Background: an optimization exercise with open tools, aiming at small area, a short achievable clock period and few clock cycles per item. Do not read the settings as production practice.
At most, simulation tests tie the RTL to the original design; equivalence was not proved.
The RTL of run 1 was laid out without a check of its function.

## flow/design.v (module list and top-level ports; edited modules follow where they fit)
// module nr_div: 1669 lines
module nr_div (
    input rstn,
    input clk,
    input [23:0] d,
    input in_valid,
    output in_ready,
    output reg [23:0] out,
    output reg out_valid,
    input out_ready
);
  // ...
==> flow/flow/run.sh <==
#!/bin/bash
# Standard layout, with one extra step between synthesis and floorplan:
# invopt.py re-polarises full adders (a full adder is self-dual) so that the
# netlist needs fewer inverters around them.  Registers are untouched.
set -euo pipefail
R=orfs/results/${FLOW_PLATFORM}/nr_div/base
bash standard.sh synth > synth.log 2>&1
cp "$R/1_2_yosys.v" "$R/1_2_yosys.std.v"
python3 flow/invopt.py "$R/1_2_yosys.std.v" "$R/1_2_yosys.v" > invopt.log 2>&1
rm -f "$R/1_synth.odb" "$R/1_synth.sdc"
bash standard.sh > layout.log 2>&1
==> flow/flow/invopt.py <==
#!/usr/bin/env python3
"""Remove inverters around full adders in a Yosys gate netlist.
A full adder is self-dual: complementing its three inputs complements both
outputs.  Each fa cell may therefore be 'flipped' (fed complemented inputs,
its outputs read as complemented); this pass picks flips that need the
fewest inverters and rewrites the netlist.  Usage: invopt.py in.v out.v"""
import re, sys, random
from collections import defaultdict

src = open(sys.argv[1]).read()
INV = re.compile(r'sky130_fd_sc_hd__(inv|clkinv)_\d+$')
cell_re = re.compile(r'^(\s*)(sky130_fd_sc_hd__\w+)\s+(\S+)\s*\((.*?)\);', re.S | re.M)
pin_re = re.compile(r'\.(\w+)\(\s*(.*?)\s*\)\s*(?:,|$)', re.S)
OUTPINS = {'X', 'Y', 'Q', 'Q_N', 'SUM', 'COUT', 'HI', 'LO'}

cells = []
for m in cell_re.finditer(src):
    pins = [(p, n.strip()) for p, n in pin_re.findall(m.group(4))]
    cells.append(dict(span=m.span(), indent=m.group(1), type=m.group(2), name=m.group(3), pins=pins))

driver = {}
loads = defaultdict(list)           # net -> [(cell idx, pin)]
for i, c in enumerate(cells):
    for p, n in c['pins']:
        if p in OUTPINS:
            driver[n] = (i, p)
        else:
            loads[n].append((i, p))

def is_inv(i):
    return bool(INV.match(cells[i]['type']))
def is_fa(i):
    return re.match(r'sky130_fd_sc_hd__fa_\d+$', cells[i]['type']) is not None

# base signal of each net: follow inverter chains back to a non-inverter driver
def base(n):
    par = 0
    seen = 0
    while n in driver and is_inv(driver[n][0]) and seen < 50:
        i = driver[n][0]
        n = dict(cells[i]['pins'])['A']
        par ^= 1
        seen += 1
    return n, par

# groups: base net -> list of consumer pins with their polarity relative to base
groups = defaultdict(list)
inv_cells = set()
for i, c in enumerate(cells):
    if is_inv(i):
        inv_cells.add(i)
        continue
    for p, n in c['pins']:
        if p in OUTPINS:
            continue
        b, par = base(n)
        groups[b].append((i, p, par))
# nets used by module ports / assigns outside cells: keep their polarity fixed
other = src
for c in reversed(cells):
    s, e = c['span']
    other = other[:s] + other[e:]
extern = defaultdict(int)
for line in other.split(";"):
    l = line.strip()
    if l.startswith("assign") or l.startswith("output") or l.startswith("input"):
        for tok in re.findall(r'\\\S+|[A-Za-z_][\w$]*(?:\[\d+\])?', l):
            extern[tok] += 1
# inverter output nets referenced outside cells (e.g. output ports)
ext_need = defaultdict(set)
for n in list(driver):
    if n in extern and driver[n][0] in inv_cells:
        b, par = base(n)
        ext_need[b].add(par)
for n in extern:
    if n in driver and driver[n][0] not in inv_cells:
        ext_need[n].add(0)

fixed = set(driver[n][0] for n in extern if n in driver)
fa_idx = [i for i in range(len(cells)) if is_fa(i) and i not in fixed]
flip = defaultdict(int)
def drv_pol(b):
    if b in driver and is_fa(driver[b][0]):
        return flip[driver[b][0]]
    return 0
def group_cost(b):
    need = set(ext_need.get(b, ()))
    for i, p, par in groups[b]:
        need.add(par ^ (flip[i] if is_fa(i) else 0))
    dp = drv_pol(b)
    return 1 if any(x != dp for x in need) else 0

# groups touched by each fa
touch = defaultdict(set)
for b, lst in groups.items():
    for i, p, par in lst:
        if is_fa(i):
            touch[i].add(b)
    if b in driver and is_fa(driver[b][0]):
        touch[driver[b][0]].add(b)
for b in ext_need:
    if b in driver and is_fa(driver[b][0]):
        touch[driver[b][0]].add(b)

allg = set(groups) | set(ext_need)
before = sum(1 for b in allg if any(True for _ in [0]) and group_cost(b))
import math
random.seed(1)
cur = sum(group_cost(b) for b in allg)
best = cur; bestflip = dict(flip)
T = 2.0
steps = 400 * max(1, len(fa_idx))
for k in range(steps):
    i = random.choice(fa_idx)
    gs = touch[i]
    c0 = sum(group_cost(b) for b in gs)
    flip[i] ^= 1
    c1 = sum(group_cost(b) for b in gs)
    d = c1 - c0
    if d <= 0 or random.random() < math.exp(-d / T):
        cur += d
        if cur < best:
            best = cur; bestflip = dict(flip)
    else:
        flip[i] ^= 1
    T = max(0.05, 2.0 * (1 - k / steps))
flip.clear(); flip.update(bestflip)
after = sum(group_cost(b) for b in allg)
nflip = sum(flip[i] for i in fa_idx)
sys.stderr.write(f"inverters: {len(inv_cells)} cells; groups needing one before {before}, after {after}; flipped {nflip} of {len(fa_idx)} fa\n")

if len(sys.argv) < 3:
    sys.exit(0)

# rewrite: one inverter per group that needs the other polarity
newnets = []
edits = {}                          # cell idx -> new pin list
repl_inv = []
cnt = 0
def pin_set(i, p, n):
    pl = edits.get(i, list(cells[i]['pins']))
    pl = [(pp, n if pp == p else nn) for pp, nn in pl]
    edits[i] = pl
for b in allg:
    dp = drv_pol(b)
    consumers = groups.get(b, [])
    need_inv = any((par ^ (flip[i] if is_fa(i) else 0)) != dp for i, p, par in consumers) or any(x != dp for x in ext_need.get(b, ()))
    invnet = None
    if need_inv:
        cnt += 1
        invnet = f"_invopt_{cnt}_"
        newnets.append(invnet)
        repl_inv.append((b, invnet))
    for i, p, par in consumers:
        want = par ^ (flip[i] if is_fa(i) else 0)
        pin_set(i, p, b if want == dp else invnet)
    # external references to inverted copies: keep via assigns

# external nets that were inverter outputs: drive them from the new structure
assigns = []
for n in list(driver):
    if n in extern and driver[n][0] in inv_cells:
        b, par = base(n)
        dp = drv_pol(b)
        src_net = b if par == dp else [x for bb, x in repl_inv if bb == b][0]
        assigns.append((n, src_net))
for n in extern:
    if n in driver and driver[n][0] not in inv_cells and drv_pol(n) == 1:
        # a flipped fa output drives a port/assign directly: not handled
        raise SystemExit("flipped fa output referenced outside cells: " + n)

out = []
pos = 0
for i, c in enumerate(cells):
    s, e = c['span']
    out.append(src[pos:s])
    pos = e
    if i in inv_cells:
        continue
    pl = edits.get(i, c['pins'])
    body = ",\n".join(f"    .{p}({n}{' ' if n.startswith(chr(92)) else ''})" for p, n in pl)
    out.append(f"{c['indent']}{c['type']} {c['name']} (\n{body}\n  );")
out.append(src[pos:])
txt = "".join(out)
decl = "".join(f"  wire {n};\n" for n in newnets)
sp = lambda n: n + (' ' if n.startswith(chr(92)) else '')
insts = "".join(f"  sky130_fd_sc_hd__inv_1 _invopt_cell_{k}_ (\n    .A({sp(b)}),\n    .Y({x})\n  );\n" for k, (b, x) in enumerate(repl_inv))
asg = "".join(f"  assign {sp(n)} = {sp(s)};\n" for n, s in assigns)
# wires of removed inverter outputs stay declared (unused) - harmless
txt = txt.replace("endmodule", decl + insts + asg + "endmodule", 1)
open(sys.argv[2], "w").write(txt)
sys.stderr.write(f"wrote {sys.argv[2]}: {len(repl_inv)} inverters\n")
==> flow/standard.sh <==
#!/bin/bash
# synth_recipe.tcl (not shown) runs the flow's synth.tcl, then flattens the netlist and writes it again
# the make line also repeats each setting of config.mk as NAME=value (left out here)
make -C /OpenROAD-flow-scripts/flow DESIGN_CONFIG=/design/flow/config.mk WORK_HOME=/design/flow/orfs CLKGATE_MAP_FILE= SYNTH_SCRIPT=/design/flow/synth_recipe.tcl "${@:-finish}"
==> flow/config.mk <==
export PLATFORM = sky130hd
export DESIGN_NAME = nr_div
export DESIGN_NICKNAME = nr_div
export VERILOG_FILES = /design/flow/design.v
export SDC_FILE = /design/flow/constraint.sdc
export NUM_CORES = 4
export LEC_CHECK = 0
export CAP_MARGIN = 20
export CORE_MARGIN = 2
export CORE_UTILIZATION = 40
export SETUP_SLACK_MARGIN = 3.7
export SLEW_MARGIN = 20
==> flow/constraint.sdc <==
create_clock -name core_clock -period 8.0 [get_ports {clk}]
set_input_delay 1.6000 -clock core_clock [delete_from_list [all_inputs] [get_ports {clk}]]
set_output_delay 1.6000 -clock core_clock [all_outputs]
set_load 0.01 [all_outputs]
==> run notes, run 1 <==
----------------------------------------------------
[Cells and area]
  Growth of design area from synthesis to finish ... 11.6%
  Clock buffer count in the final layout ... ~90
  Number of nets in the layout ... between 4,000 and 5,000
  Most common cell after layout, fill and taps aside ... fa_1
  Sequential cell count ... 604
  Sequential portion of the cell area ... a little over a third
  Top Registers ... zc9_a x32, zc9_b x31
  Count of multi-input gates ... about 2,500
  Most frequent cells in the layout ... fa_1 (588), edfxtp_1 (567), and2_1 (466)
  Largest contributor to cell area by class ... multi-input gates
  Fraction of layout cells with a size suffix above 1 ... under 10%

[Place]
  DP Cell Count ... a little over 5,000
  Area of placed instances ... approximately 47,000 um^2
  Hpwl dp ... just under 70 mm
  Placer Congestion ... about 0.81

[Global routing]
  First-pass GRT wire length ... 155 mm
  Met3 Track Usage GR ... under 10%
  Pin count of the biggest net entering global routing ... 117
  Number of antenna violations at the first check in global routing ... 0
  Via count of the first global-routing pass ... around 29,000

[STA]
  Final setup violation count ... 0
  Final worst hold slack ... approximately 410 ps
  Min setup slack post-route ... 3810 ps
  Total Neg Setup Slack ... 0 ps

[Job]
  Max Cap Viol ... 0

[Routing]
  Routed length on met1 ... ~42 mm
  Count of vias placed by the detailed router ... 26,851
  Routed length per placed instance ... roughly 18 um
  Drc violations ... 0

[Worst setup path]
  Source of the worst register-to-register timing path ... x1[1]
  Cell count along the critical path ... 14
  Launching instance or port of the critical path ... x1[1]
  Critical-path cell with the highest stage delay ... fa_1

[Worst hold path]
  Hold Path Class ... register to register
  Worst hold path stage count ... 0

[Clock tree]
  Hold-fix buffers at CTS ... 0
  TritonCTS clock tree ... done
  Post-CTS setup buffer count ... 27

[Floorplanning]
  Tap cell count ... 1,500

[Status]
  Status ... finished clean

----------------------------------------------------
==> run 2, diff against run 1 <==
--- a/flow/design.v
+++ b/flow/design.v
@@ -1635,35 +1635,40 @@
     wire        sstart = en & v2 & f2;
     wire [15:0] m2 = {m2h, mp2};
     wire [17:0] ssum = {1'b0, sA} + (sB[0] ? {1'b0, sZ} : 18'd0);
     wire [16:0] sH = {sA[14:0], sB[16:15]};
     wire [16:0] sT = (~sH + {16'd0, ~|sB[14:0]}) ^ 17'h10000;
     always @(posedge clk) begin
         if (!rstn) begin
             ph <= 0;
+            cnt <= 0;
         end else if (sstart) begin
             ph <= 1;
         end else if (ph != 0 && cnt == 5'd17) begin
             ph <= (ph == 3'd4) ? 3'd0 : ph + 3'd1;
         end
+        if (rstn) begin
+            if (sstart) cnt <= 0;
+            else if (ph != 0) cnt <= (cnt == 5'd17) ? 5'd0 : cnt + 5'd1;
+        end
     end
     always @(posedge clk) begin
-        if (sstart) begin
-            sZ <= {z2h, z2}; sB <= {1'b0, m2}; sA <= 0; cnt <= 0;
+        if (!rstn) begin
+            sA <= 0;                     
+        end else if (sstart) begin
+            sZ <= {z2h, z2}; sB <= {1'b0, m2}; sA <= 0;
         end else if (ph != 0) begin
             if (cnt == 5'd17) begin
-                cnt <= 0;
                 sA <= 0;
                 if (ph[0]) begin
                     sB <= sT;
                 end else begin
                     sZ <= sH;
                     sB <= {1'b0, m2};
                 end
             end else begin
-                cnt <= cnt + 5'd1;
                 sA <= ssum[17:1];
                 sB <= {ssum[0], sB[16:1]};
             end
         end
     end
 endmodule
--- a/flow/flow/invopt.py
+++ b/flow/flow/invopt.py
@@ -26,16 +26,18 @@
             driver[n] = (i, p)
         else:
             loads[n].append((i, p))
 
 def is_inv(i):
     return bool(INV.match(cells[i]['type']))
 def is_fa(i):
     return re.match(r'sky130_fd_sc_hd__fa_\d+$', cells[i]['type']) is not None
+def is_ha(i):
+    return re.match(r'sky130_fd_sc_hd__ha_\d+$', cells[i]['type']) is not None
 
 # base signal of each net: follow inverter chains back to a non-inverter driver
 def base(n):
     par = 0
     seen = 0
     while n in driver and is_inv(driver[n][0]) and seen < 50:
         i = driver[n][0]
         n = dict(cells[i]['pins'])['A']
@@ -74,24 +76,48 @@
         ext_need[b].add(par)
 for n in extern:
     if n in driver and driver[n][0] not in inv_cells:
         ext_need[n].add(0)
 
 fixed = set(driver[n][0] for n in extern if n in driver)
 fa_idx = [i for i in range(len(cells)) if is_fa(i) and i not in fixed]
 flip = defaultdict(int)
+def drv_free(b):
+    return b in driver and is_ha(driver[b][0])
 def drv_pol(b):
     if b in driver and is_fa(driver[b][0]):
         return flip[driver[b][0]]
     return 0
-def group_cost(b):
+def needs(b):
     need = set(ext_need.get(b, ()))
     for i, p, par in groups[b]:
+        if is_ha(i):
+            continue
         need.add(par ^ (flip[i] if is_fa(i) else 0))
+    return need
+def out_pol(b):
+    """physical polarity of the driver's net after the rewrite"""
+    if drv_free(b):
+        need = needs(b)
+        if len(need) == 1:
+            return next(iter(need))
+        if not need:
+            return 0
+        # mixed: majority
+        cnt = [0, 0]
+        for i, p, par in groups[b]:
+            if not is_ha(i):
+                cnt[par ^ (flip[i] if is_fa(i) else 0)] += 1
+        return 0 if cnt[0] >= cnt[1] else 1
+    return drv_pol(b)
+def group_cost(b):
+    need = needs(b)
+    if drv_free(b):
+        return 1 if len(need) > 1 else 0
     dp = drv_pol(b)
     return 1 if any(x != dp for x in need) else 0
 
 # groups touched by each fa
 touch = defaultdict(set)
 for b, lst in groups.items():
     for i, p, par in lst:
         if is_fa(i):
@@ -136,53 +162,86 @@
 newnets = []
 edits = {}                          # cell idx -> new pin list
 repl_inv = []
 cnt = 0
 def pin_set(i, p, n):
     pl = edits.get(i, list(cells[i]['pins']))
     pl = [(pp, n if pp == p else nn) for pp, nn in pl]
     edits[i] = pl
+hapol = {}                          # (ha idx, pin) -> physical polarity of the net it reads
 for b in allg:
-    dp = drv_pol(b)
+    dp = out_pol(b)
     consumers = groups.get(b, [])
-    need_inv = any((par ^ (flip[i] if is_fa(i) else 0)) != dp for i, p, par in consumers) or any(x != dp for x in ext_need.get(b, ()))
+    need_inv = any((par ^ (flip[i] if is_fa(i) else 0)) != dp for i, p, par in consumers if not is_ha(i)) or any(x != dp for x in ext_need.get(b, ()))
     invnet = None
     if need_inv:
         cnt += 1
         invnet = f"_invopt_{cnt}_"
         newnets.append(invnet)
         repl_inv.append((b, invnet))
     for i, p, par in consumers:
+        if is_ha(i):
+            # reads the driver's net as it is; the HA is rebuilt for that polarity
+            hapol[(i, p)] = dp ^ par
+            pin_set(i, p, b)
+            continue
         want = par ^ (flip[i] if is_fa(i) else 0)
         pin_set(i, p, b if want == dp else invnet)
-    # external references to inverted copies: keep via assigns
+# output polarity of each HA output net
+for i in range(len(cells)):
+    if is_ha(i):
+        for p, n in cells[i]['pins']:
+            if p in OUTPINS:
+                hapol[(i, p)] = out_pol(n) if n in allg else 0
 
 # external nets that were inverter outputs: drive them from the new structure
 assigns = []
 for n in list(driver):
     if n in extern and driver[n][0] in inv_cells:
         b, par = base(n)
         dp = drv_pol(b)
+        dp = out_pol(b)
         src_net = b if par == dp else [x for bb, x in repl_inv if bb == b][0]
         assigns.append((n, src_net))
 for n in extern:
-    if n in driver and driver[n][0] not in inv_cells and drv_pol(n) == 1:
+    if n in driver and driver[n][0] not in inv_cells and out_pol(n) == 1:
         # a flipped fa output drives a port/assign directly: not handled
         raise SystemExit("flipped fa output referenced outside cells: " + n)
 
 out = []
 pos = 0
 for i, c in enumerate(cells):
     s, e = c['span']
     out.append(src[pos:s])
     pos = e
     if i in inv_cells:
         continue
     pl = edits.get(i, c['pins'])
+    sp1 = lambda n: n + (' ' if n.startswith(chr(92)) else '')
+    if is_ha(i):
+        d = dict(pl)
+        pa, pb = hapol[(i, 'A')], hapol[(i, 'B')]
+        ps, pc = hapol[(i, 'SUM')], hapol[(i, 'COUT')]
+        a, bb = d['A'], d['B']
+        if 'SUM' in d:
+            t = 'xor2_1' if (pa ^ pb ^ ps) == 0 else 'xnor2_1'
+            o = 'X' if t == 'xor2_1' else 'Y'
+            out.append(f"{c['indent']}sky130_fd_sc_hd__{t} {c['name']}_s (\n    .A({sp1(a)}),\n    .B({sp1(bb)}),\n    .{o}({sp1(d['SUM'])})\n  );")
+        if 'COUT' in d:
+            if pa == 0 and pb == 0:
+                t, pins = ('and2_1', 'X') if pc == 0 else ('nand2_1', 'Y'), (('A', a), ('B', bb))
+            elif pa == 1 and pb == 1:
+                t, pins = ('nor2_1', 'Y') if pc == 0 else ('or2_1', 'X'), (('A', a), ('B', bb))
+            else:
+                an, bp = (a, bb) if pa == 1 else (bb, a)
+                t, pins = ('and2b_1', 'X') if pc == 0 else ('nand2b_1', 'Y'), (('A_N', an), ('B', bp))
+            body = "".join(f"    .{p}({sp1(n)}),\n" for p, n in pins)
+            out.append(f"\n{c['indent']}sky130_fd_sc_hd__{t[0]} {c['name']}_c (\n{body}    .{t[1]}({sp1(d['COUT'])})\n  );")
+        continue
     body = ",\n".join(f"    .{p}({n}{' ' if n.startswith(chr(92)) else ''})" for p, n in pl)
     out.append(f"{c['indent']}{c['type']} {c['name']} (\n{body}\n  );")
 out.append(src[pos:])
 txt = "".join(out)
 decl = "".join(f"  wire {n};\n" for n in newnets)
 sp = lambda n: n + (' ' if n.startswith(chr(92)) else '')
 insts = "".join(f"  sky130_fd_sc_hd__inv_1 _invopt_cell_{k}_ (\n    .A({sp(b)}),\n    .Y({x})\n  );\n" for k, (b, x) in enumerate(repl_inv))
 asg = "".join(f"  assign {sp(n)} = {sp(s)};\n" for n, s in assigns)
==> flow/config.mk (replaced) <==
export PLATFORM = sky130hd
export DESIGN_NAME = nr_div
export DESIGN_NICKNAME = nr_div
export VERILOG_FILES = /design/flow/design.v
export SDC_FILE = /design/flow/constraint.sdc
export NUM_CORES = 4
export LEC_CHECK = 0
export CAP_MARGIN = 20
export CORE_MARGIN = 2
export CORE_UTILIZATION = 40
export SETUP_SLACK_MARGIN = 4.0
export SLEW_MARGIN = 20
==> run 2 against run 1 <==
  * Utilization rose by 0.72 points
  * Cell count is 2.3% higher
  * Flip-flop and latch count stayed put
  * Still clean on timing, DRC and antenna
  * Worst hold slack barely moved
  * Die area fell by 0.40%
  * Final area grew 0.63%
  * Via count is 1.5% higher
  * Highest routed layer is now met5
  * Global-route usage up 0.42 points
==> run notes, run 2 <==
----------------------------------------------------
[Worst setup path]
  Worst path max stage delay ... 560 ps (was 490 ps)
  Cell Chain, Critical Path ... buf_4, buf_4, nand2_1, fa_1, inv_1, fa_1, fa_2, fa_2, fa_2, fa_1 (was inv_2, fa_2, fa_1, fa_1, inv_1, ha_1, a21o_1, a21o_1, a21oi_1, o21ai_0, a221o_1, o2111ai_4, a31oi_4, o31a_1)
  Endpoint kind of the worst setup timing path ... register (unchanged)
  Number of cells traversed by the worst register-to-register path ... 10 (was 14)
  Crit path launch type ... register (unchanged)
  Source of the worst register-to-register timing path ... z6[15] (was x1[1])
  FF-to-FF End ... pb7_b[16] (was z2[13])
  Arrival time at the worst endpoint ... 4370 ps (was 4570 ps)
  Worst setup slack for register-to-register paths ... 4020 ps (was 3810 ps)
  Launching instance or port of the critical path ... z6[15] (was x1[1])
  Data required time of the worst path ... 8390 ps (was 8380 ps)
  Critical path type ... register to register (unchanged)
  Largest driver fanout on the critical path ... 4 (unchanged)
  Critical-path cell with the highest stage delay ... fa_2 (was fa_1)

[Routing]
  DRT Wirelength ... 96.6 mm (was 94.3 mm)
  Routed length per placed instance ... 17.6 um (about the same)
  Average via count per standard cell ... 4.98 (was 5.01)
  Iteration-0 DRC Markers ... 1,556 (was 1,705)
  Drc violations ... 0 (unchanged)
  Count of vias placed by the detailed router ... 27,260 (was 26,851)
  Pre-Repair DR Iteration Count ... 6 (was 7)
  Post-DRT Antenna Nets ... 0 (unchanged)

[Global routing]
  First-pass GRT wire length ... 158 mm (was 155 mm)
  Via count of the first global-routing pass ... 28,565 (was 28,642)
  Number of antenna violations at the first check in global routing ... 2 (was 0)
  Pin count of the biggest net entering global routing ... 160 (was 117)
  Global-route usage over all layers ... 17.3% (was 16.8%)
  Global-route congestion overflow total ... 0 (unchanged)

[Clock tree]
  CTS Root Buffer Type ... clkbuf_16 (unchanged)
  TritonCTS clock tree ... done (unchanged)
  TritonCTS Buffers ... 74 (was 71)
  Clock slew at the register clock pins of the worst setup and hold paths ... 60 ps (about the same)
  Number of clock sinks seen by CTS ... 604 (unchanged)
  Clock latency on the worst-skew pair ... 670 ps (was 650 ps)
  Hold-fix buffers at CTS ... 0 (unchanged)
  Max clock buf depth ... 3 (unchanged)
  Number of levels the H-tree was split into ... 3 (unchanged)

[STA]
  Post-route clock period utilization ... 49.8% (was 52.4%)
  Final Max Tran Viols ... 0 (unchanged)
  Final setup violation count ... 0 (unchanged)
  Final worst hold slack ... 414 ps (about the same)
  Final worst clock skew ... 64.2 ps (was 57.0 ps)
  Top achievable clock speed ... 251 MHz (was 238 MHz)
  Hold Vio Cnt, Final ... 0 (unchanged)
  Transition time of the tightest slew-check pin ... 1050 ps (was 995 ps)
  Unrepaired setup endpoints after global routing ... true (unchanged)
  Remaining max-slew budget at the tightest pin ... 30.2% (was 33.7%)
  Total Neg Setup Slack ... 0 ps (unchanged)
  Crit path time final ... 3980 ps (was 4190 ps)

[Place]
  Placer Congestion ... 0.801 (was 0.805)
  Hpwl dp ... 66.8 mm (was 67.5 mm)
  Area of placed instances ... 47,000 um^2 (about the same)
  Number of I/O port buffers ... 53 (unchanged)
  DP Cell Count ... 5,244 (was 5,153)

[Worst hold path]
  Hold wc startpoint ... ex8[0] (was f4)
  Hold Path Class ... register to register (unchanged)
  End point of the worst hold path ... ex9[0] (was f5)
  Worst hold path stage count ... 0 (unchanged)

[Floorplanning]
  Die outline area ... 115,000 um^2 (about the same)
  Number of top-level pins ... 54 (unchanged)
  Height of the die ... 339 um (about the same)
  Die Span X ... 339 um (about the same)
  # rows ... 122 (was 123)
  Core footprint ... 111,000 um^2 (was 112,000 um^2)
  Initial standard-cell utilization of the core ... 40.4% (was 40.2%)

[Cells and area]
  End-of-flow core utilization ... 45.5% (was 44.8%)
  Number of antenna diodes ... 0 (unchanged)
  Final std cell area, no fill ... 50,500 um^2 (was 50,200 um^2)
  Biggest register ... zc9_a (unchanged)
  Growth of design area from synthesis to finish ... 12.7% (was 11.6%)
  Most common cell after layout, fill and taps aside ... and2_1 (was fa_1)
  Number of flip-flops in the largest register ... 32 (unchanged)
  Top Registers ... zc9_a x32, zc9_b x31 (unchanged)
  Number of nets in the layout ... 4,550 (was 4,708)
  Fraction of layout cells with a size suffix above 1 ... 8.47% (was 6.30%)
  Most frequent cells in the layout ... and2_1 (630), edfxtp_1 (568), fa_1 (541) (was fa_1 (588), edfxtp_1 (567), and2_1 (466))
  Final non-filler cell total ... 5,479 (was 5,357)

[Logic synthesis]
  Cell count after synthesis ... 3,801 (was 3,712)
  Cell area after technology mapping ... 44,800 um^2 (was 45,000 um^2)
  Synthesized Nets ... 4,419 (was 4,621)
  Synth warn ... 1 (unchanged)
  Synth Area per Inst ... 11.8 um^2 (was 12.1 um^2)

[Status]
  Status ... finished clean (unchanged)

[Job]
  Max Cap Viol ... 0 (unchanged)

----------------------------------------------------
==> run 2: area by class of cell <==
cell class              instances  area, um^2
well taps                    1488        1860
clock inverters                46         562
inverters                     234         897
flip-flops and latches        604       17800
clock buffers                  89        1940
multi-input cells            2843       26000
fillers                     10124       60400
repair buffers                175        1520
==> run 2: what timing repair did <==
| item | in CTS | in global routing |
|---|---|---|
| resized for setup | 30 | 71 |
| setup buffers | 75 | 25 |
| pin swaps | 6 | 36 |
| gates cloned | 0 | 0 |
| setup endpoints to repair | 212 | 36 |
==> run 2: how the worst max path moves through the flow <==
stage | to | cells after the start
6_report | pb7_b[16] | 10
4_1_cts | pb7_b[21] | 12
3_5_place_dp | pb7_a[9] | 6
2_1_floorplan | out[0] | 5
3_3_place_gp | pb7_a[8] | 6
5_1_grt | pb7_b[21] | 12
==> run 2: worst max-delay path: cells and delay by family, from the launching register on <==
| family | cells | cell delay [ps] |
|---|---|---|
| flops | 1 | 440 |
| simple gates | 1 | 70 |
| fa+ha+maj | 6 | 2900 |
| buf+inv | 3 | 300 |
==> run 2: metrics by stage <==
stage | worst slack [ps]
floorplan | 3900
global placement | 2850
detailed placement | 2780
CTS | 4000
global route | 3890
finish | 4020
==> run 2: metal layers <==
metal | global-route usage (%) | part of all wire [%] | up-vias
met5 | 0 | 0.013 | -
met4 | 5.06 | 2.3 | 2
met3 | 2.29 | 4.3 | 147
met2 | 28.6 | 48 | 558
met1 | 23.8 | 45 | 13846
li1 | - | - | 12707
Testbench counts of run 2, summed over its fixed seeds: cycles 2,128, items 2,048.
==> run 3, diff against run 2 <==
--- a/flow/config.mk
+++ b/flow/config.mk
@@ -10,3 +10,3 @@
 export CORE_UTILIZATION = 40
-export SETUP_SLACK_MARGIN = 4.0
+export SETUP_SLACK_MARGIN = 4.4
 export SLEW_MARGIN = 20
==> run 3 against run 2 <==
  * Still clean
  * Register-to-register slack improved by 80 ps
  * Wire length up 3.4%
  * Synthesized cell count unchanged
  * First-iteration DRC count increased by 8.3%
  * Die area did not move
  * Flip-flop and latch count unchanged
  * Critical path type unchanged
==> run notes, run 3 <==
----------------------------------------------------
[Clock tree]
  TritonCTS clock tree ... done (unchanged)
  CTS Root Buffer Type ... clkbuf_16 (unchanged)
  Number of clock sinks seen by CTS ... 604 (unchanged)
  Max clock buf depth ... 3 (unchanged)
  Clock slew at the register clock pins of the worst setup and hold paths ... 60 ps (about the same)
  Clock latency on the worst-skew pair ... 660 ps (was 670 ps)
  Number of levels the H-tree was split into ... 3 (unchanged)
  TritonCTS Buffers ... 73 (was 74)
  Hold-fix buffers at CTS ... 0 (unchanged)

[Worst setup path]
  Endpoint kind of the worst setup timing path ... register (unchanged)
  Worst path max stage delay ... 560 ps (about the same)
  Launching instance or port of the critical path ... z6[12] (was z6[15])
  Data required time of the worst path ... 8380 ps (was 8390 ps)
  Kind of cell adding the most delay to the critical path ... adder cells (unchanged)
  Most repeated library cell on the critical path ... fa_2
  Worst setup slack for register-to-register paths ... 4100 ps (was 4020 ps)
  Critical-path cell with the highest stage delay ... fa_2 (unchanged)
  Crit path launch type ... register (unchanged)
  Largest driver fanout on the critical path ... 7 (was 4)
  Worst Path Buf+Inv ... 0 (was 3)
  Capture point of the worst path ... pb7_b[17] (was pb7_b[16])
  Critical path type ... register to register (unchanged)
  Number of cells traversed by the worst register-to-register path ... 7 (was 10)
  Cell Chain, Critical Path ... and2_4, fa_2, fa_2, fa_2, fa_2, fa_2, fa_2 (was buf_4, buf_4, nand2_1, fa_1, inv_1, fa_1, fa_2, fa_2, fa_2, fa_1)
  Arrival time at the worst endpoint ... 4280 ps (was 4370 ps)
  Cell count along the critical path ... 7 (was 10)
  FF-to-FF End ... pb7_b[17] (was pb7_b[16])
  Source of the worst register-to-register timing path ... z6[12] (was z6[15])

[Global routing]
  First-pass GRT wire length ... 162 mm (was 158 mm)
  Number of antenna violations at the first check in global routing ... 1 (was 2)
  Pin count of the biggest net entering global routing ... 92 (was 160)
  Global-route usage over all layers ... 17.8% (was 17.3%)
  Global-route congestion overflow total ... 0 (unchanged)
  Via count of the first global-routing pass ... 29,598 (was 28,565)

[Job]
  Max Cap Viol ... 0 (unchanged)

[Cells and area]
  Final std cell area, no fill ... 52,700 um^2 (was 50,500 um^2)
  Most frequent cells in the layout ... and2_1 (606), edfxtp_1 (568), nand2_1 (430) (was and2_1 (630), edfxtp_1 (568), fa_1 (541))
  Growth of design area from synthesis to finish ... 17.6% (was 12.7%)
  Top Registers ... zc9_a x32, zc9_b x31 (unchanged)
  Most common cell after layout, fill and taps aside ... and2_1 (unchanged)
  Number of nets in the layout ... 4,716 (was 4,550)
  Biggest register ... zc9_a (unchanged)
  Fraction of layout cells with a size suffix above 1 ... 16.9% (was 8.47%)
  Number of flip-flops in the largest register ... 32 (unchanged)

[STA]
  Total Neg Setup Slack ... 0 ps (unchanged)
  Remaining max-slew budget at the tightest pin ... 31.7% (was 30.2%)
  Crit path time final ... 3900 ps (was 3980 ps)
  Final worst hold slack ... 407 ps (was 414 ps)
  Hold Vio Cnt, Final ... 0 (unchanged)
  Min setup slack post-route ... 4100 ps (was 4020 ps)
  Transition time of the tightest slew-check pin ... 1020 ps (was 1050 ps)
  Final worst clock skew ... 47.6 ps (was 64.2 ps)
  Top achievable clock speed ... 256 MHz (was 251 MHz)
  Post-route clock period utilization ... 48.8% (was 49.8%)
  Final Max Tran Viols ... 0 (unchanged)
  Final setup violation count ... 0 (unchanged)
  Unrepaired setup endpoints after global routing ... true (unchanged)

[Place]
  Number of I/O port buffers ... 53 (unchanged)
  Placer Congestion ... 0.815 (was 0.801)
  Hpwl dp ... 66.6 mm (was 66.8 mm)
  Area of placed instances ... 47,300 um^2 (was 47,000 um^2)
  Pre-CTS setup slack ... 2960 ps (was 2780 ps)

[Floorplanning]
  Initial standard-cell utilization of the core ... 40.4% (unchanged)
  # rows ... 122 (unchanged)
  Height of the die ... 339 um (unchanged)
  Core footprint ... 111,000 um^2 (unchanged)
  Number of top-level pins ... 54 (unchanged)
  Die Span X ... 339 um (unchanged)
  Die outline area ... 115,000 um^2 (unchanged)

[Logic synthesis]
  Synth warn ... 1 (unchanged)
  Synthesized Nets ... 4,419 (unchanged)
  Cell count after synthesis ... 3,801 (unchanged)
  Cell area after technology mapping ... 44,800 um^2 (unchanged)
  Synth Area per Inst ... 11.8 um^2 (unchanged)

[Routing]
  Count of vias placed by the detailed router ... 27,895 (was 27,260)
  Average via count per standard cell ... 4.94 (was 4.98)
  DRT Wirelength ... 99.9 mm (was 96.6 mm)
  Drc violations ... 0 (unchanged)
  Iteration-0 DRC Markers ... 1,685 (was 1,556)
  Post-DRT Antenna Nets ... 0 (unchanged)
  Pre-Repair DR Iteration Count ... 8 (was 6)
  Routed length per placed instance ... 17.7 um (was 17.6 um)

[Status]
  Status ... finished clean (unchanged)

[Worst hold path]
  Worst hold path stage count ... 0 (unchanged)
  Hold Path Class ... register to register (unchanged)

----------------------------------------------------
==> run 3: layout make-up <==
class | count | area [um^2]
Antenna cell | 1 | 2.50
Sequential cell | 604 | 17800
Clock inverter | 48 | 444
Timing Repair inverter | 1 | 8.76
Multi-Input combinational cell | 2843 | 26600
Inverter | 234 | 898
Timing Repair Buffer | 341 | 3220
Tap cell | 1488 | 1860
Clock buffer | 87 | 1900
Fill cell | 9896 | 58300
==> run 3: routing by layer <==
layer | up-vias | routed length (um) | part of all wire (%) | GRT usage [%]
li1 | 13025 | - | - | -
met1 | 14137 | 43700 | 44 | 23.6
met2 | 558 | 49300 | 49 | 30.4
met3 | 173 | 4340 | 4.3 | 2.52
met4 | 2 | 2500 | 2.5 | 5.27
met5 | - | 11 | 0.011 | 0
==> run 3: worst min-delay path by stage <==
stage,slack (ps),startpoint,to
floorplan,400,ex2[0],ex3[0]
global placement,400,ex5[0],ex6[0]
detailed placement,400,ex3[4],ex4[4]
CTS,410,ex6[3],ex7[3]
global route,410,mp5[13],mp6[13]
finish,410,mp5[13],mp6[13]
==> run 3: per-stage QoR <==
step	cells	util, %
2_1_floorplan	3801	-
3_3_place_gp	5239	42.6
3_5_place_dp	5239	42.6
4_1_cts	5606	46.8
5_1_grt	5646	47.5
6_report	5647	47.5
==> run 3: worst register-to-register path: stages, from the launching register on <==
cell	delay, ps
edfxtp_1	530
and2_4	240
fa_2	470
fa_2	560
fa_2	450
fa_2	400
fa_2	550
fa_2	430
==> run 3: repair_timing <==
action | 4_1_cts | 5_1_grt
gates cloned | 2 | 1
pin swaps | 99 | 69
endpoints found under the setup margin | 247 | 107
buffers inserted | 230 | 39
gates resized for setup | 135 | 124
==> run 4, diff against run 3 <==
--- a/flow/flow/run.sh
+++ b/flow/flow/run.sh
@@ -2,3 +2,3 @@
 # Standard layout, with one extra step between synthesis and floorplan:
-# invopt.py re-polarises full adders (a full adder is self-dual) so that the
+# invopt.py re-polarises full and half adders so that the
 # netlist needs fewer inverters around them.  Registers are untouched.
--- a/flow/flow/invopt.py
+++ b/flow/flow/invopt.py
@@ -1,7 +1,10 @@
 #!/usr/bin/env python3
-"""Remove inverters around full adders in a Yosys gate netlist.
+"""Remove inverters around full and half adders in a Yosys gate netlist.
 A full adder is self-dual: complementing its three inputs complements both
 outputs.  Each fa cell may therefore be 'flipped' (fed complemented inputs,
-its outputs read as complemented); this pass picks flips that need the
-fewest inverters and rewrites the netlist.  Usage: invopt.py in.v out.v"""
+its outputs read as complemented).  A half adder is rebuilt from an xor/xnor
+and an and/nand/nor/or/and2b/nand2b cell of the same area, so it can read
+and produce either polarity.  This pass picks the flips that need the fewest
+inverters and rewrites the netlist; registers are untouched.
+Usage: invopt.py in.v out.v"""
 import re, sys, random
--- a/flow/config.mk
+++ b/flow/config.mk
@@ -10,3 +10,5 @@
 export CORE_UTILIZATION = 40
-export SETUP_SLACK_MARGIN = 4.4
+export CTS_BUF_LIST = sky130_fd_sc_hd__clkbuf_8
+export CTS_CLUSTER_SIZE = 30
+export SETUP_SLACK_MARGIN = 4.0
 export SLEW_MARGIN = 20
==> run 4 against run 3 <==
  * Still clean
  * Final area decreased by 4.5%
  * Sequential share of layout area increased by 1.6 points
  * Wire length decreased by 2.2%
  * Synthesized cell count unchanged
  * Setup slack got worse by 110 ps
  * Non-clock buffer count decreased by 147
  * Clock skew increased by 13 ps
  * Cell count decreased by 1.5%
  * Critical endpoint is now pa3_b[14]
==> run notes, run 4 <==
----------------------------------------------------
[STA]
  Hold Vio Cnt, Final ... 0 (unchanged)
  Crit path time final ... 4010 ps (was 3900 ps)
  Final worst clock skew ... 60.4 ps (was 47.6 ps)
  Transition time of the tightest slew-check pin ... 983 ps (was 1020 ps)
  Top achievable clock speed ... 249 MHz (was 256 MHz)
  Post-route clock period utilization ... 50.2% (was 48.8%)
  Total Neg Setup Slack ... 0 ps (unchanged)
  Final setup violation count ... 0 (unchanged)
  Final Max Tran Viols ... 0 (unchanged)
  Unrepaired setup endpoints after global routing ... true (unchanged)
  Remaining max-slew budget at the tightest pin ... 34.4% (was 31.7%)

[Floorplanning]
  Height of the die ... 339 um (unchanged)
  # rows ... 122 (unchanged)
  Die Span X ... 339 um (unchanged)
  Initial standard-cell utilization of the core ... 40.4% (unchanged)
  Core footprint ... 111,000 um^2 (unchanged)
  Die outline area ... 115,000 um^2 (unchanged)
  Number of top-level pins ... 54 (unchanged)

[Logic synthesis]
  Synth Area per Inst ... 11.8 um^2 (unchanged)
  Synthesized Nets ... 4,419 (unchanged)
  Synth warn ... 1 (unchanged)
  Cell area after technology mapping ... 44,800 um^2 (unchanged)
  Cell count after synthesis ... 3,801 (unchanged)

[Status]
  Status ... finished clean (unchanged)

[Worst setup path]
  Crit path launch type ... register (unchanged)
  Data required time of the worst path ... 8490 ps (was 8380 ps)
  Largest driver fanout on the critical path ... 3 (was 7)
  Endpoint kind of the worst setup timing path ... register (unchanged)
  Critical path type ... register to register (unchanged)
  Arrival time at the worst endpoint ... 4500 ps (was 4280 ps)

[Worst hold path]
  Hold Path Class ... register to register (unchanged)

[Cells and area]
  Final std cell area, no fill ... 50,300 um^2 (was 52,700 um^2)
  Number of inserted filler cells in the final layout ... 10,184 (was 9,896)
  Number of flip-flops in the largest register ... 32 (unchanged)
  Most frequent cells in the layout ... and2_1 (629), edfxtp_1 (568), fa_1 (525) (was and2_1 (606), edfxtp_1 (568), nand2_1 (430))
  Growth of design area from synthesis to finish ... 12.3% (was 17.6%)
  Most common cell after layout, fill and taps aside ... and2_1 (unchanged)
  Final non-filler cell total ... 5,560 (was 5,647)
  Number of nets in the layout ... 4,601 (was 4,716)
  Biggest register ... zc9_a (unchanged)
  Top Registers ... zc9_a x32, zc9_b x31 (unchanged)
  Fraction of layout cells with a size suffix above 1 ... 10.0% (was 16.9%)

[Global routing]
  Global-route congestion overflow total ... 0 (unchanged)
  Global-route usage over all layers ... 17.4% (was 17.8%)
  First-pass GRT wire length ... 160 mm (was 162 mm)
  Number of antenna violations at the first check in global routing ... 2 (was 1)
  Pin count of the biggest net entering global routing ... 147 (was 92)
  Via count of the first global-routing pass ... 29,280 (was 29,598)

[Routing]
  DRT Wirelength ... 97.7 mm (was 99.9 mm)
  Drc violations ... 0 (unchanged)
  Pre-Repair DR Iteration Count ... 5 (was 8)
  Average via count per standard cell ... 4.93 (was 4.94)
  Post-DRT Antenna Nets ... 0 (unchanged)
  Iteration-0 DRC Markers ... 1,733 (was 1,685)
  Routed length per placed instance ... 17.6 um (was 17.7 um)
  Count of vias placed by the detailed router ... 27,384 (was 27,895)

[Clock tree]
  TritonCTS clock tree ... done (unchanged)
  Number of clock sinks seen by CTS ... 604 (unchanged)
  Clock slew at the register clock pins of the worst setup and hold paths ... 60 ps (about the same)
  Number of levels the H-tree was split into ... 3 (unchanged)
  TritonCTS Buffers ... 106 (was 73)
  Clock latency on the worst-skew pair ... 790 ps (was 660 ps)
  Max clock buf depth ... 3 (unchanged)
  CTS Root Buffer Type ... clkbuf_8 (was clkbuf_16)

[Place]
  Number of I/O port buffers ... 53 (unchanged)
  DP Cell Count ... 5,241 (was 5,239)
  Placer Congestion ... 0.813 (was 0.815)
  Area of placed instances ... 47,000 um^2 (was 47,300 um^2)
  Hpwl dp ... 67.1 mm (was 66.6 mm)

[Job]
  Max Cap Viol ... 0 (unchanged)

----------------------------------------------------
## run 4: layout make-up
class	instances	area, um^2	share of cell area [%]
flip-flops and latches	604	17800	35.3
clock buffers	106	1460	2.90
diodes	1	2.50	0.00497
repair buffers	194	1690	3.36
multi-input cells	2843	26100	51.8
clock inverters	90	594	1.18
well taps	1488	1860	3.70
inverters	234	897	1.78
## run 4: worst max-delay path: stages, from the launching register on
cell and delay (ps):
edfxtp_1 530, buf_6 180, and2_1 150, fa_2 580
fa_2 450, fa_2 360, fa_2 550, fa_2 440
fa_1 460
## run 4: through the flow
stage	utilization, %	hold slack (ps)	setup slack (ps)
floorplan	-	400	3900
global placement	42.3	400	2860
detailed placement	42.3	405	2780
CTS	44.9	409	3940
global route	45.4	417	3930
finish	45.4	409	3990
## run 4: metal layers
metal  global-route usage (%)  up-vias  wire [um]
li1                         -    12822          -
met1                     23.5    13921      43700
met2                     29.4      499      47600
met3                     2.39      142       4160
met4                     4.69        0       2230
met5                        0        -          0
## run 4: repair_timing
item                       in CTS  in global routing
buffers inserted               92                 30
gates resized for setup        33                 91
hold buffers                    0                  0
setup endpoints to repair     265                273
pin swaps                      12                 48
gates cloned                    0                  0
## run 4: worst paths after layout
check / slack, ps / end / startpoint / cells past startpoint
worst max-delay path: 3990 / pa3_b[14] / mp2[0] / 8
worst min-delay path: 410 / ex9[1] / ex8[1] / 0
worst max register to register: 3990 / pa3_b[14] / mp2[0] / 8
worst min register to register: 410 / ex9[1] / ex8[1] / 0
==> run 5, diff against run 4 <==
--- a/flow/config.mk
+++ b/flow/config.mk
@@ -10,4 +10,2 @@
 export CORE_UTILIZATION = 40
-export CTS_BUF_LIST = sky130_fd_sc_hd__clkbuf_8
-export CTS_CLUSTER_SIZE = 30
 export SETUP_SLACK_MARGIN = 4.0
==> run 5 against run 4 <==
  * Worst hold slack worse by 14 ps
  * First-iteration DRC count shrank 7.0%
  * Clock-buffer cell count decreased by 29
  * Setup slack better by 85 ps
  * Non-clock buffer count fell by 15
  * Register-to-register slack better by 80 ps
  * Critical path depth stayed put
  * Flip-flop and latch count is the same
  * Cell count decreased by 1.4%
  * Area after synthesis is the same
  * Critical endpoint is now pb7_b[14]
  * Largest cell class unchanged
==> run notes, run 5 <==
----------------------------------------------------
[Status]
  Status ... finished clean (unchanged)

[Logic synthesis]
  Cell count after synthesis ... 3,801 (unchanged)
  Synth Area per Inst ... 11.8 um^2 (unchanged)
  Cell area after technology mapping ... 44,800 um^2 (unchanged)
  Synth warn ... 1 (unchanged)
  Synthesized Nets ... 4,419 (unchanged)

[Cells and area]
  Top Registers ... zc9_a x32, zc9_b x31 (unchanged)
  Most frequent cells in the layout ... and2_1 (634), edfxtp_1 (568), fa_1 (546) (was and2_1 (629), edfxtp_1 (568), fa_1 (525))
  Final std cell area, no fill ... 50,400 um^2 (was 50,300 um^2)
  Final non-filler cell total ... 5,481 (was 5,560)
  Number of flip-flops in the largest register ... 32 (unchanged)
  Number of antenna diodes ... 0 (was 1)
  Fraction of layout cells with a size suffix above 1 ... 8.39% (was 10.0%)
  Biggest register ... zc9_a (unchanged)
  Growth of design area from synthesis to finish ... 12.5% (was 12.3%)
  Most common cell after layout, fill and taps aside ... and2_1 (unchanged)
  Number of nets in the layout ... 4,552 (was 4,601)
  Number of inserted filler cells in the final layout ... 10,113 (was 10,184)

[Clock tree]
  TritonCTS Buffers ... 72 (was 106)
  Hold-fix buffers at CTS ... 0 (unchanged)
  CTS Root Buffer Type ... clkbuf_16 (was clkbuf_8)
  Number of clock sinks seen by CTS ... 604 (unchanged)
  Max clock buf depth ... 3 (unchanged)
  TritonCTS clock tree ... done (unchanged)
  Clock latency on the worst-skew pair ... 660 ps (was 790 ps)
  Clock slew at the register clock pins of the worst setup and hold paths ... 70 ps (was 60 ps)
  Number of levels the H-tree was split into ... 3 (unchanged)

[Routing]
  Count of vias placed by the detailed router ... 27,111 (was 27,384)
  DRT Wirelength ... 96.5 mm (was 97.7 mm)
  Average via count per standard cell ... 4.95 (was 4.93)
  Iteration-0 DRC Markers ... 1,612 (was 1,733)
  Post-DRT Antenna Nets ... 0 (unchanged)
  Pre-Repair DR Iteration Count ... 5 (unchanged)
  Routed length per placed instance ... 17.6 um (about the same)
  Drc violations ... 0 (unchanged)

[Global routing]
  Pin count of the biggest net entering global routing ... 179 (was 147)
  First-pass GRT wire length ... 157 mm (was 160 mm)
  Global-route congestion overflow total ... 0 (unchanged)
  Global-route usage over all layers ... 17.2% (was 17.4%)
  Number of antenna violations at the first check in global routing ... 0 (was 2)
  Via count of the first global-routing pass ... 28,649 (was 29,280)

[Place]
  Hpwl dp ... 66.6 mm (was 67.1 mm)
  DP Cell Count ... 5,242 (was 5,241)
  Area of placed instances ... 47,000 um^2 (about the same)
  Number of I/O port buffers ... 53 (unchanged)
  Placer Congestion ... 0.815 (was 0.813)
  Pre-CTS setup slack ... 2660 ps (was 2780 ps)

[Floorplanning]
  Die outline area ... 115,000 um^2 (unchanged)
  Initial standard-cell utilization of the core ... 40.4% (unchanged)
  Die Span X ... 339 um (unchanged)
  Core footprint ... 111,000 um^2 (unchanged)
  # rows ... 122 (unchanged)
  Number of top-level pins ... 54 (unchanged)
  Height of the die ... 339 um (unchanged)

[STA]
  Crit path time final ... 3930 ps (was 4010 ps)
  Remaining max-slew budget at the tightest pin ... 27.9% (was 34.4%)
  Final worst clock skew ... 42.5 ps (was 60.4 ps)
  Total Neg Setup Slack ... 0 ps (unchanged)
  Unrepaired setup endpoints after global routing ... true (unchanged)
  Top achievable clock speed ... 255 MHz (was 249 MHz)
  Hold Vio Cnt, Final ... 0 (unchanged)
  Transition time of the tightest slew-check pin ... 1080 ps (was 983 ps)
  Final setup violation count ... 0 (unchanged)
  Post-route clock period utilization ... 49.1% (was 50.2%)
  Min setup slack post-route ... 4070 ps (was 3990 ps)
  Final Max Tran Viols ... 0 (unchanged)

[Worst setup path]
  Cell Chain, Critical Path ... buf_4, and2_1, fa_1, fa_2, fa_2, fa_2, fa_1, fa_1 (was buf_6, and2_1, fa_2, fa_2, fa_2, fa_2, fa_2, fa_1)
  Source of the worst register-to-register timing path ... z6[12] (was mp2[0])
  Crit path launch type ... register (unchanged)
  Worst path max stage delay ... 580 ps (about the same)
  Endpoint kind of the worst setup timing path ... register (unchanged)
  Data required time of the worst path ... 8390 ps (was 8490 ps)
  Largest driver fanout on the critical path ... 6 (was 3)
  Critical-path cell with the highest stage delay ... fa_2 (unchanged)
  Number of cells traversed by the worst register-to-register path ... 8 (unchanged)
  Launching instance or port of the critical path ... z6[12] (was mp2[0])
  Critical path type ... register to register (unchanged)
  Arrival time at the worst endpoint ... 4320 ps (was 4500 ps)

[Job]
  Max Cap Viol ... 0 (unchanged)

[Worst hold path]
  Hold Path Class ... register to register (unchanged)
  Worst hold path stage count ... 0 (unchanged)
  Hold wc startpoint ... z3[6] (was ex8[1])

----------------------------------------------------
run 5: cell types whose count changed in the layout (fill, tap and decap cells not counted), moves of 16 or more:
cell	previous run	this run
fa_1	525	546
clkinv_1	28	12
fa_2	65	44
clkbuf_8	106	0
clkbuf_16	0	72
inv_1	251	231
run 5: cell type report:
cell class | count | area [um^2] | share of cell area (%)
repair buffers | 179 | 1530 | 3.04
inverters | 234 | 897 | 1.78
flip-flops and latches | 604 | 17800 | 35.3
well taps | 1488 | 1860 | 3.69
clock buffers | 77 | 1820 | 3.61
clock inverters | 56 | 559 | 1.11
multi-input cells | 2843 | 26000 | 51.5
run 5: worst paths after layout:
| check | end | slack (ps) |
|---|---|---|
| setup / recovery | pb7_b[14] | 4070 |
| hold / removal | z4[6] | 390 |
| setup reg to reg | pb7_b[14] | 4070 |
| hold reg to reg | z4[6] | 390 |
run 5: routing by layer:
layer / vias up / GRT usage, % / wire [um]
met4: 0 / 4.76 / 2080
li1: 12696 / - / -
met1: 13735 / 23.3 / 42900
met3: 144 / 2.22 / 4190
met2: 536 / 29.0 / 47300
met5: - / 0 / 0
run 5: stage by stage:
| step | hold WS (ps) | utilization (%) |
|---|---|---|
| 2_1_floorplan | 400 | - |
| 3_3_place_gp | 400 | 42.3 |
| 3_5_place_dp | 405 | 42.3 |
| 4_1_cts | 395 | 45.1 |
| 5_1_grt | 405 | 45.4 |
| 6_report | 395 | 45.4 |
run 5: what timing repair did:
item	CTS	global route
pin swaps	4	28
setup endpoints to repair	107	26
setup buffers	81	25
resized for setup	26	58
run 5: critical path: cells and delay by family, from the launching register on:
kind / cells / cell delay [ps]
and+or+nand+nor: 1 / 160
buffers and inverters: 1 / 190
DFF: 1 / 500
adders and majority gates: 6 / 2820

[re-timing with driven ports]
How much do the figures lean on ideal ports? The routed layouts below were timed once more, with nothing changed but the port constraints. Step 1 sets driving cells, clkbuf_16 on the clock port and buf_2 on the other inputs (assumed; they add their load-dependent delay and slew). Step 2 also shifts input and output timing later by t, the mid clock arrival at the registers, as if the neighbouring blocks saw the same clock. Three values: ideal, step 1, step 2; two values: the first two.
| run | t (ns) | slack for setup (ns) | clock arrival spread, ns | worst slew at a driven data input, ns | cell pins on the clock port's net |
|---|---|---|---|---|---|
| run 1 | 0.686 | 3.807 / 3.807 / 3.265 | 0.057 / 0.057 | 0.04 | 1 |
| run 2 | 0.711 | 4.019 / 4.019 / 3.657 | 0.066 / 0.066 | 0.05 | 1 |
| run 3 | 0.702 | 4.098 / 4.098 / 4.098 | 0.049 / 0.049 | 0.05 | 1 |
| run 4 | 0.819 | 3.986 / 3.986 / 3.746 | 0.065 / 0.065 | 0.06 | 1 |
| run 5 | 0.717 | 4.071 / 4.071 / 3.672 | 0.046 / 0.046 | 0.05 | 1 |
After both steps every run listed still meets setup and hold. The setup slack of run 1, which loses most, moves by 0.000 ns with the drivers and by -0.542 ns with both steps.
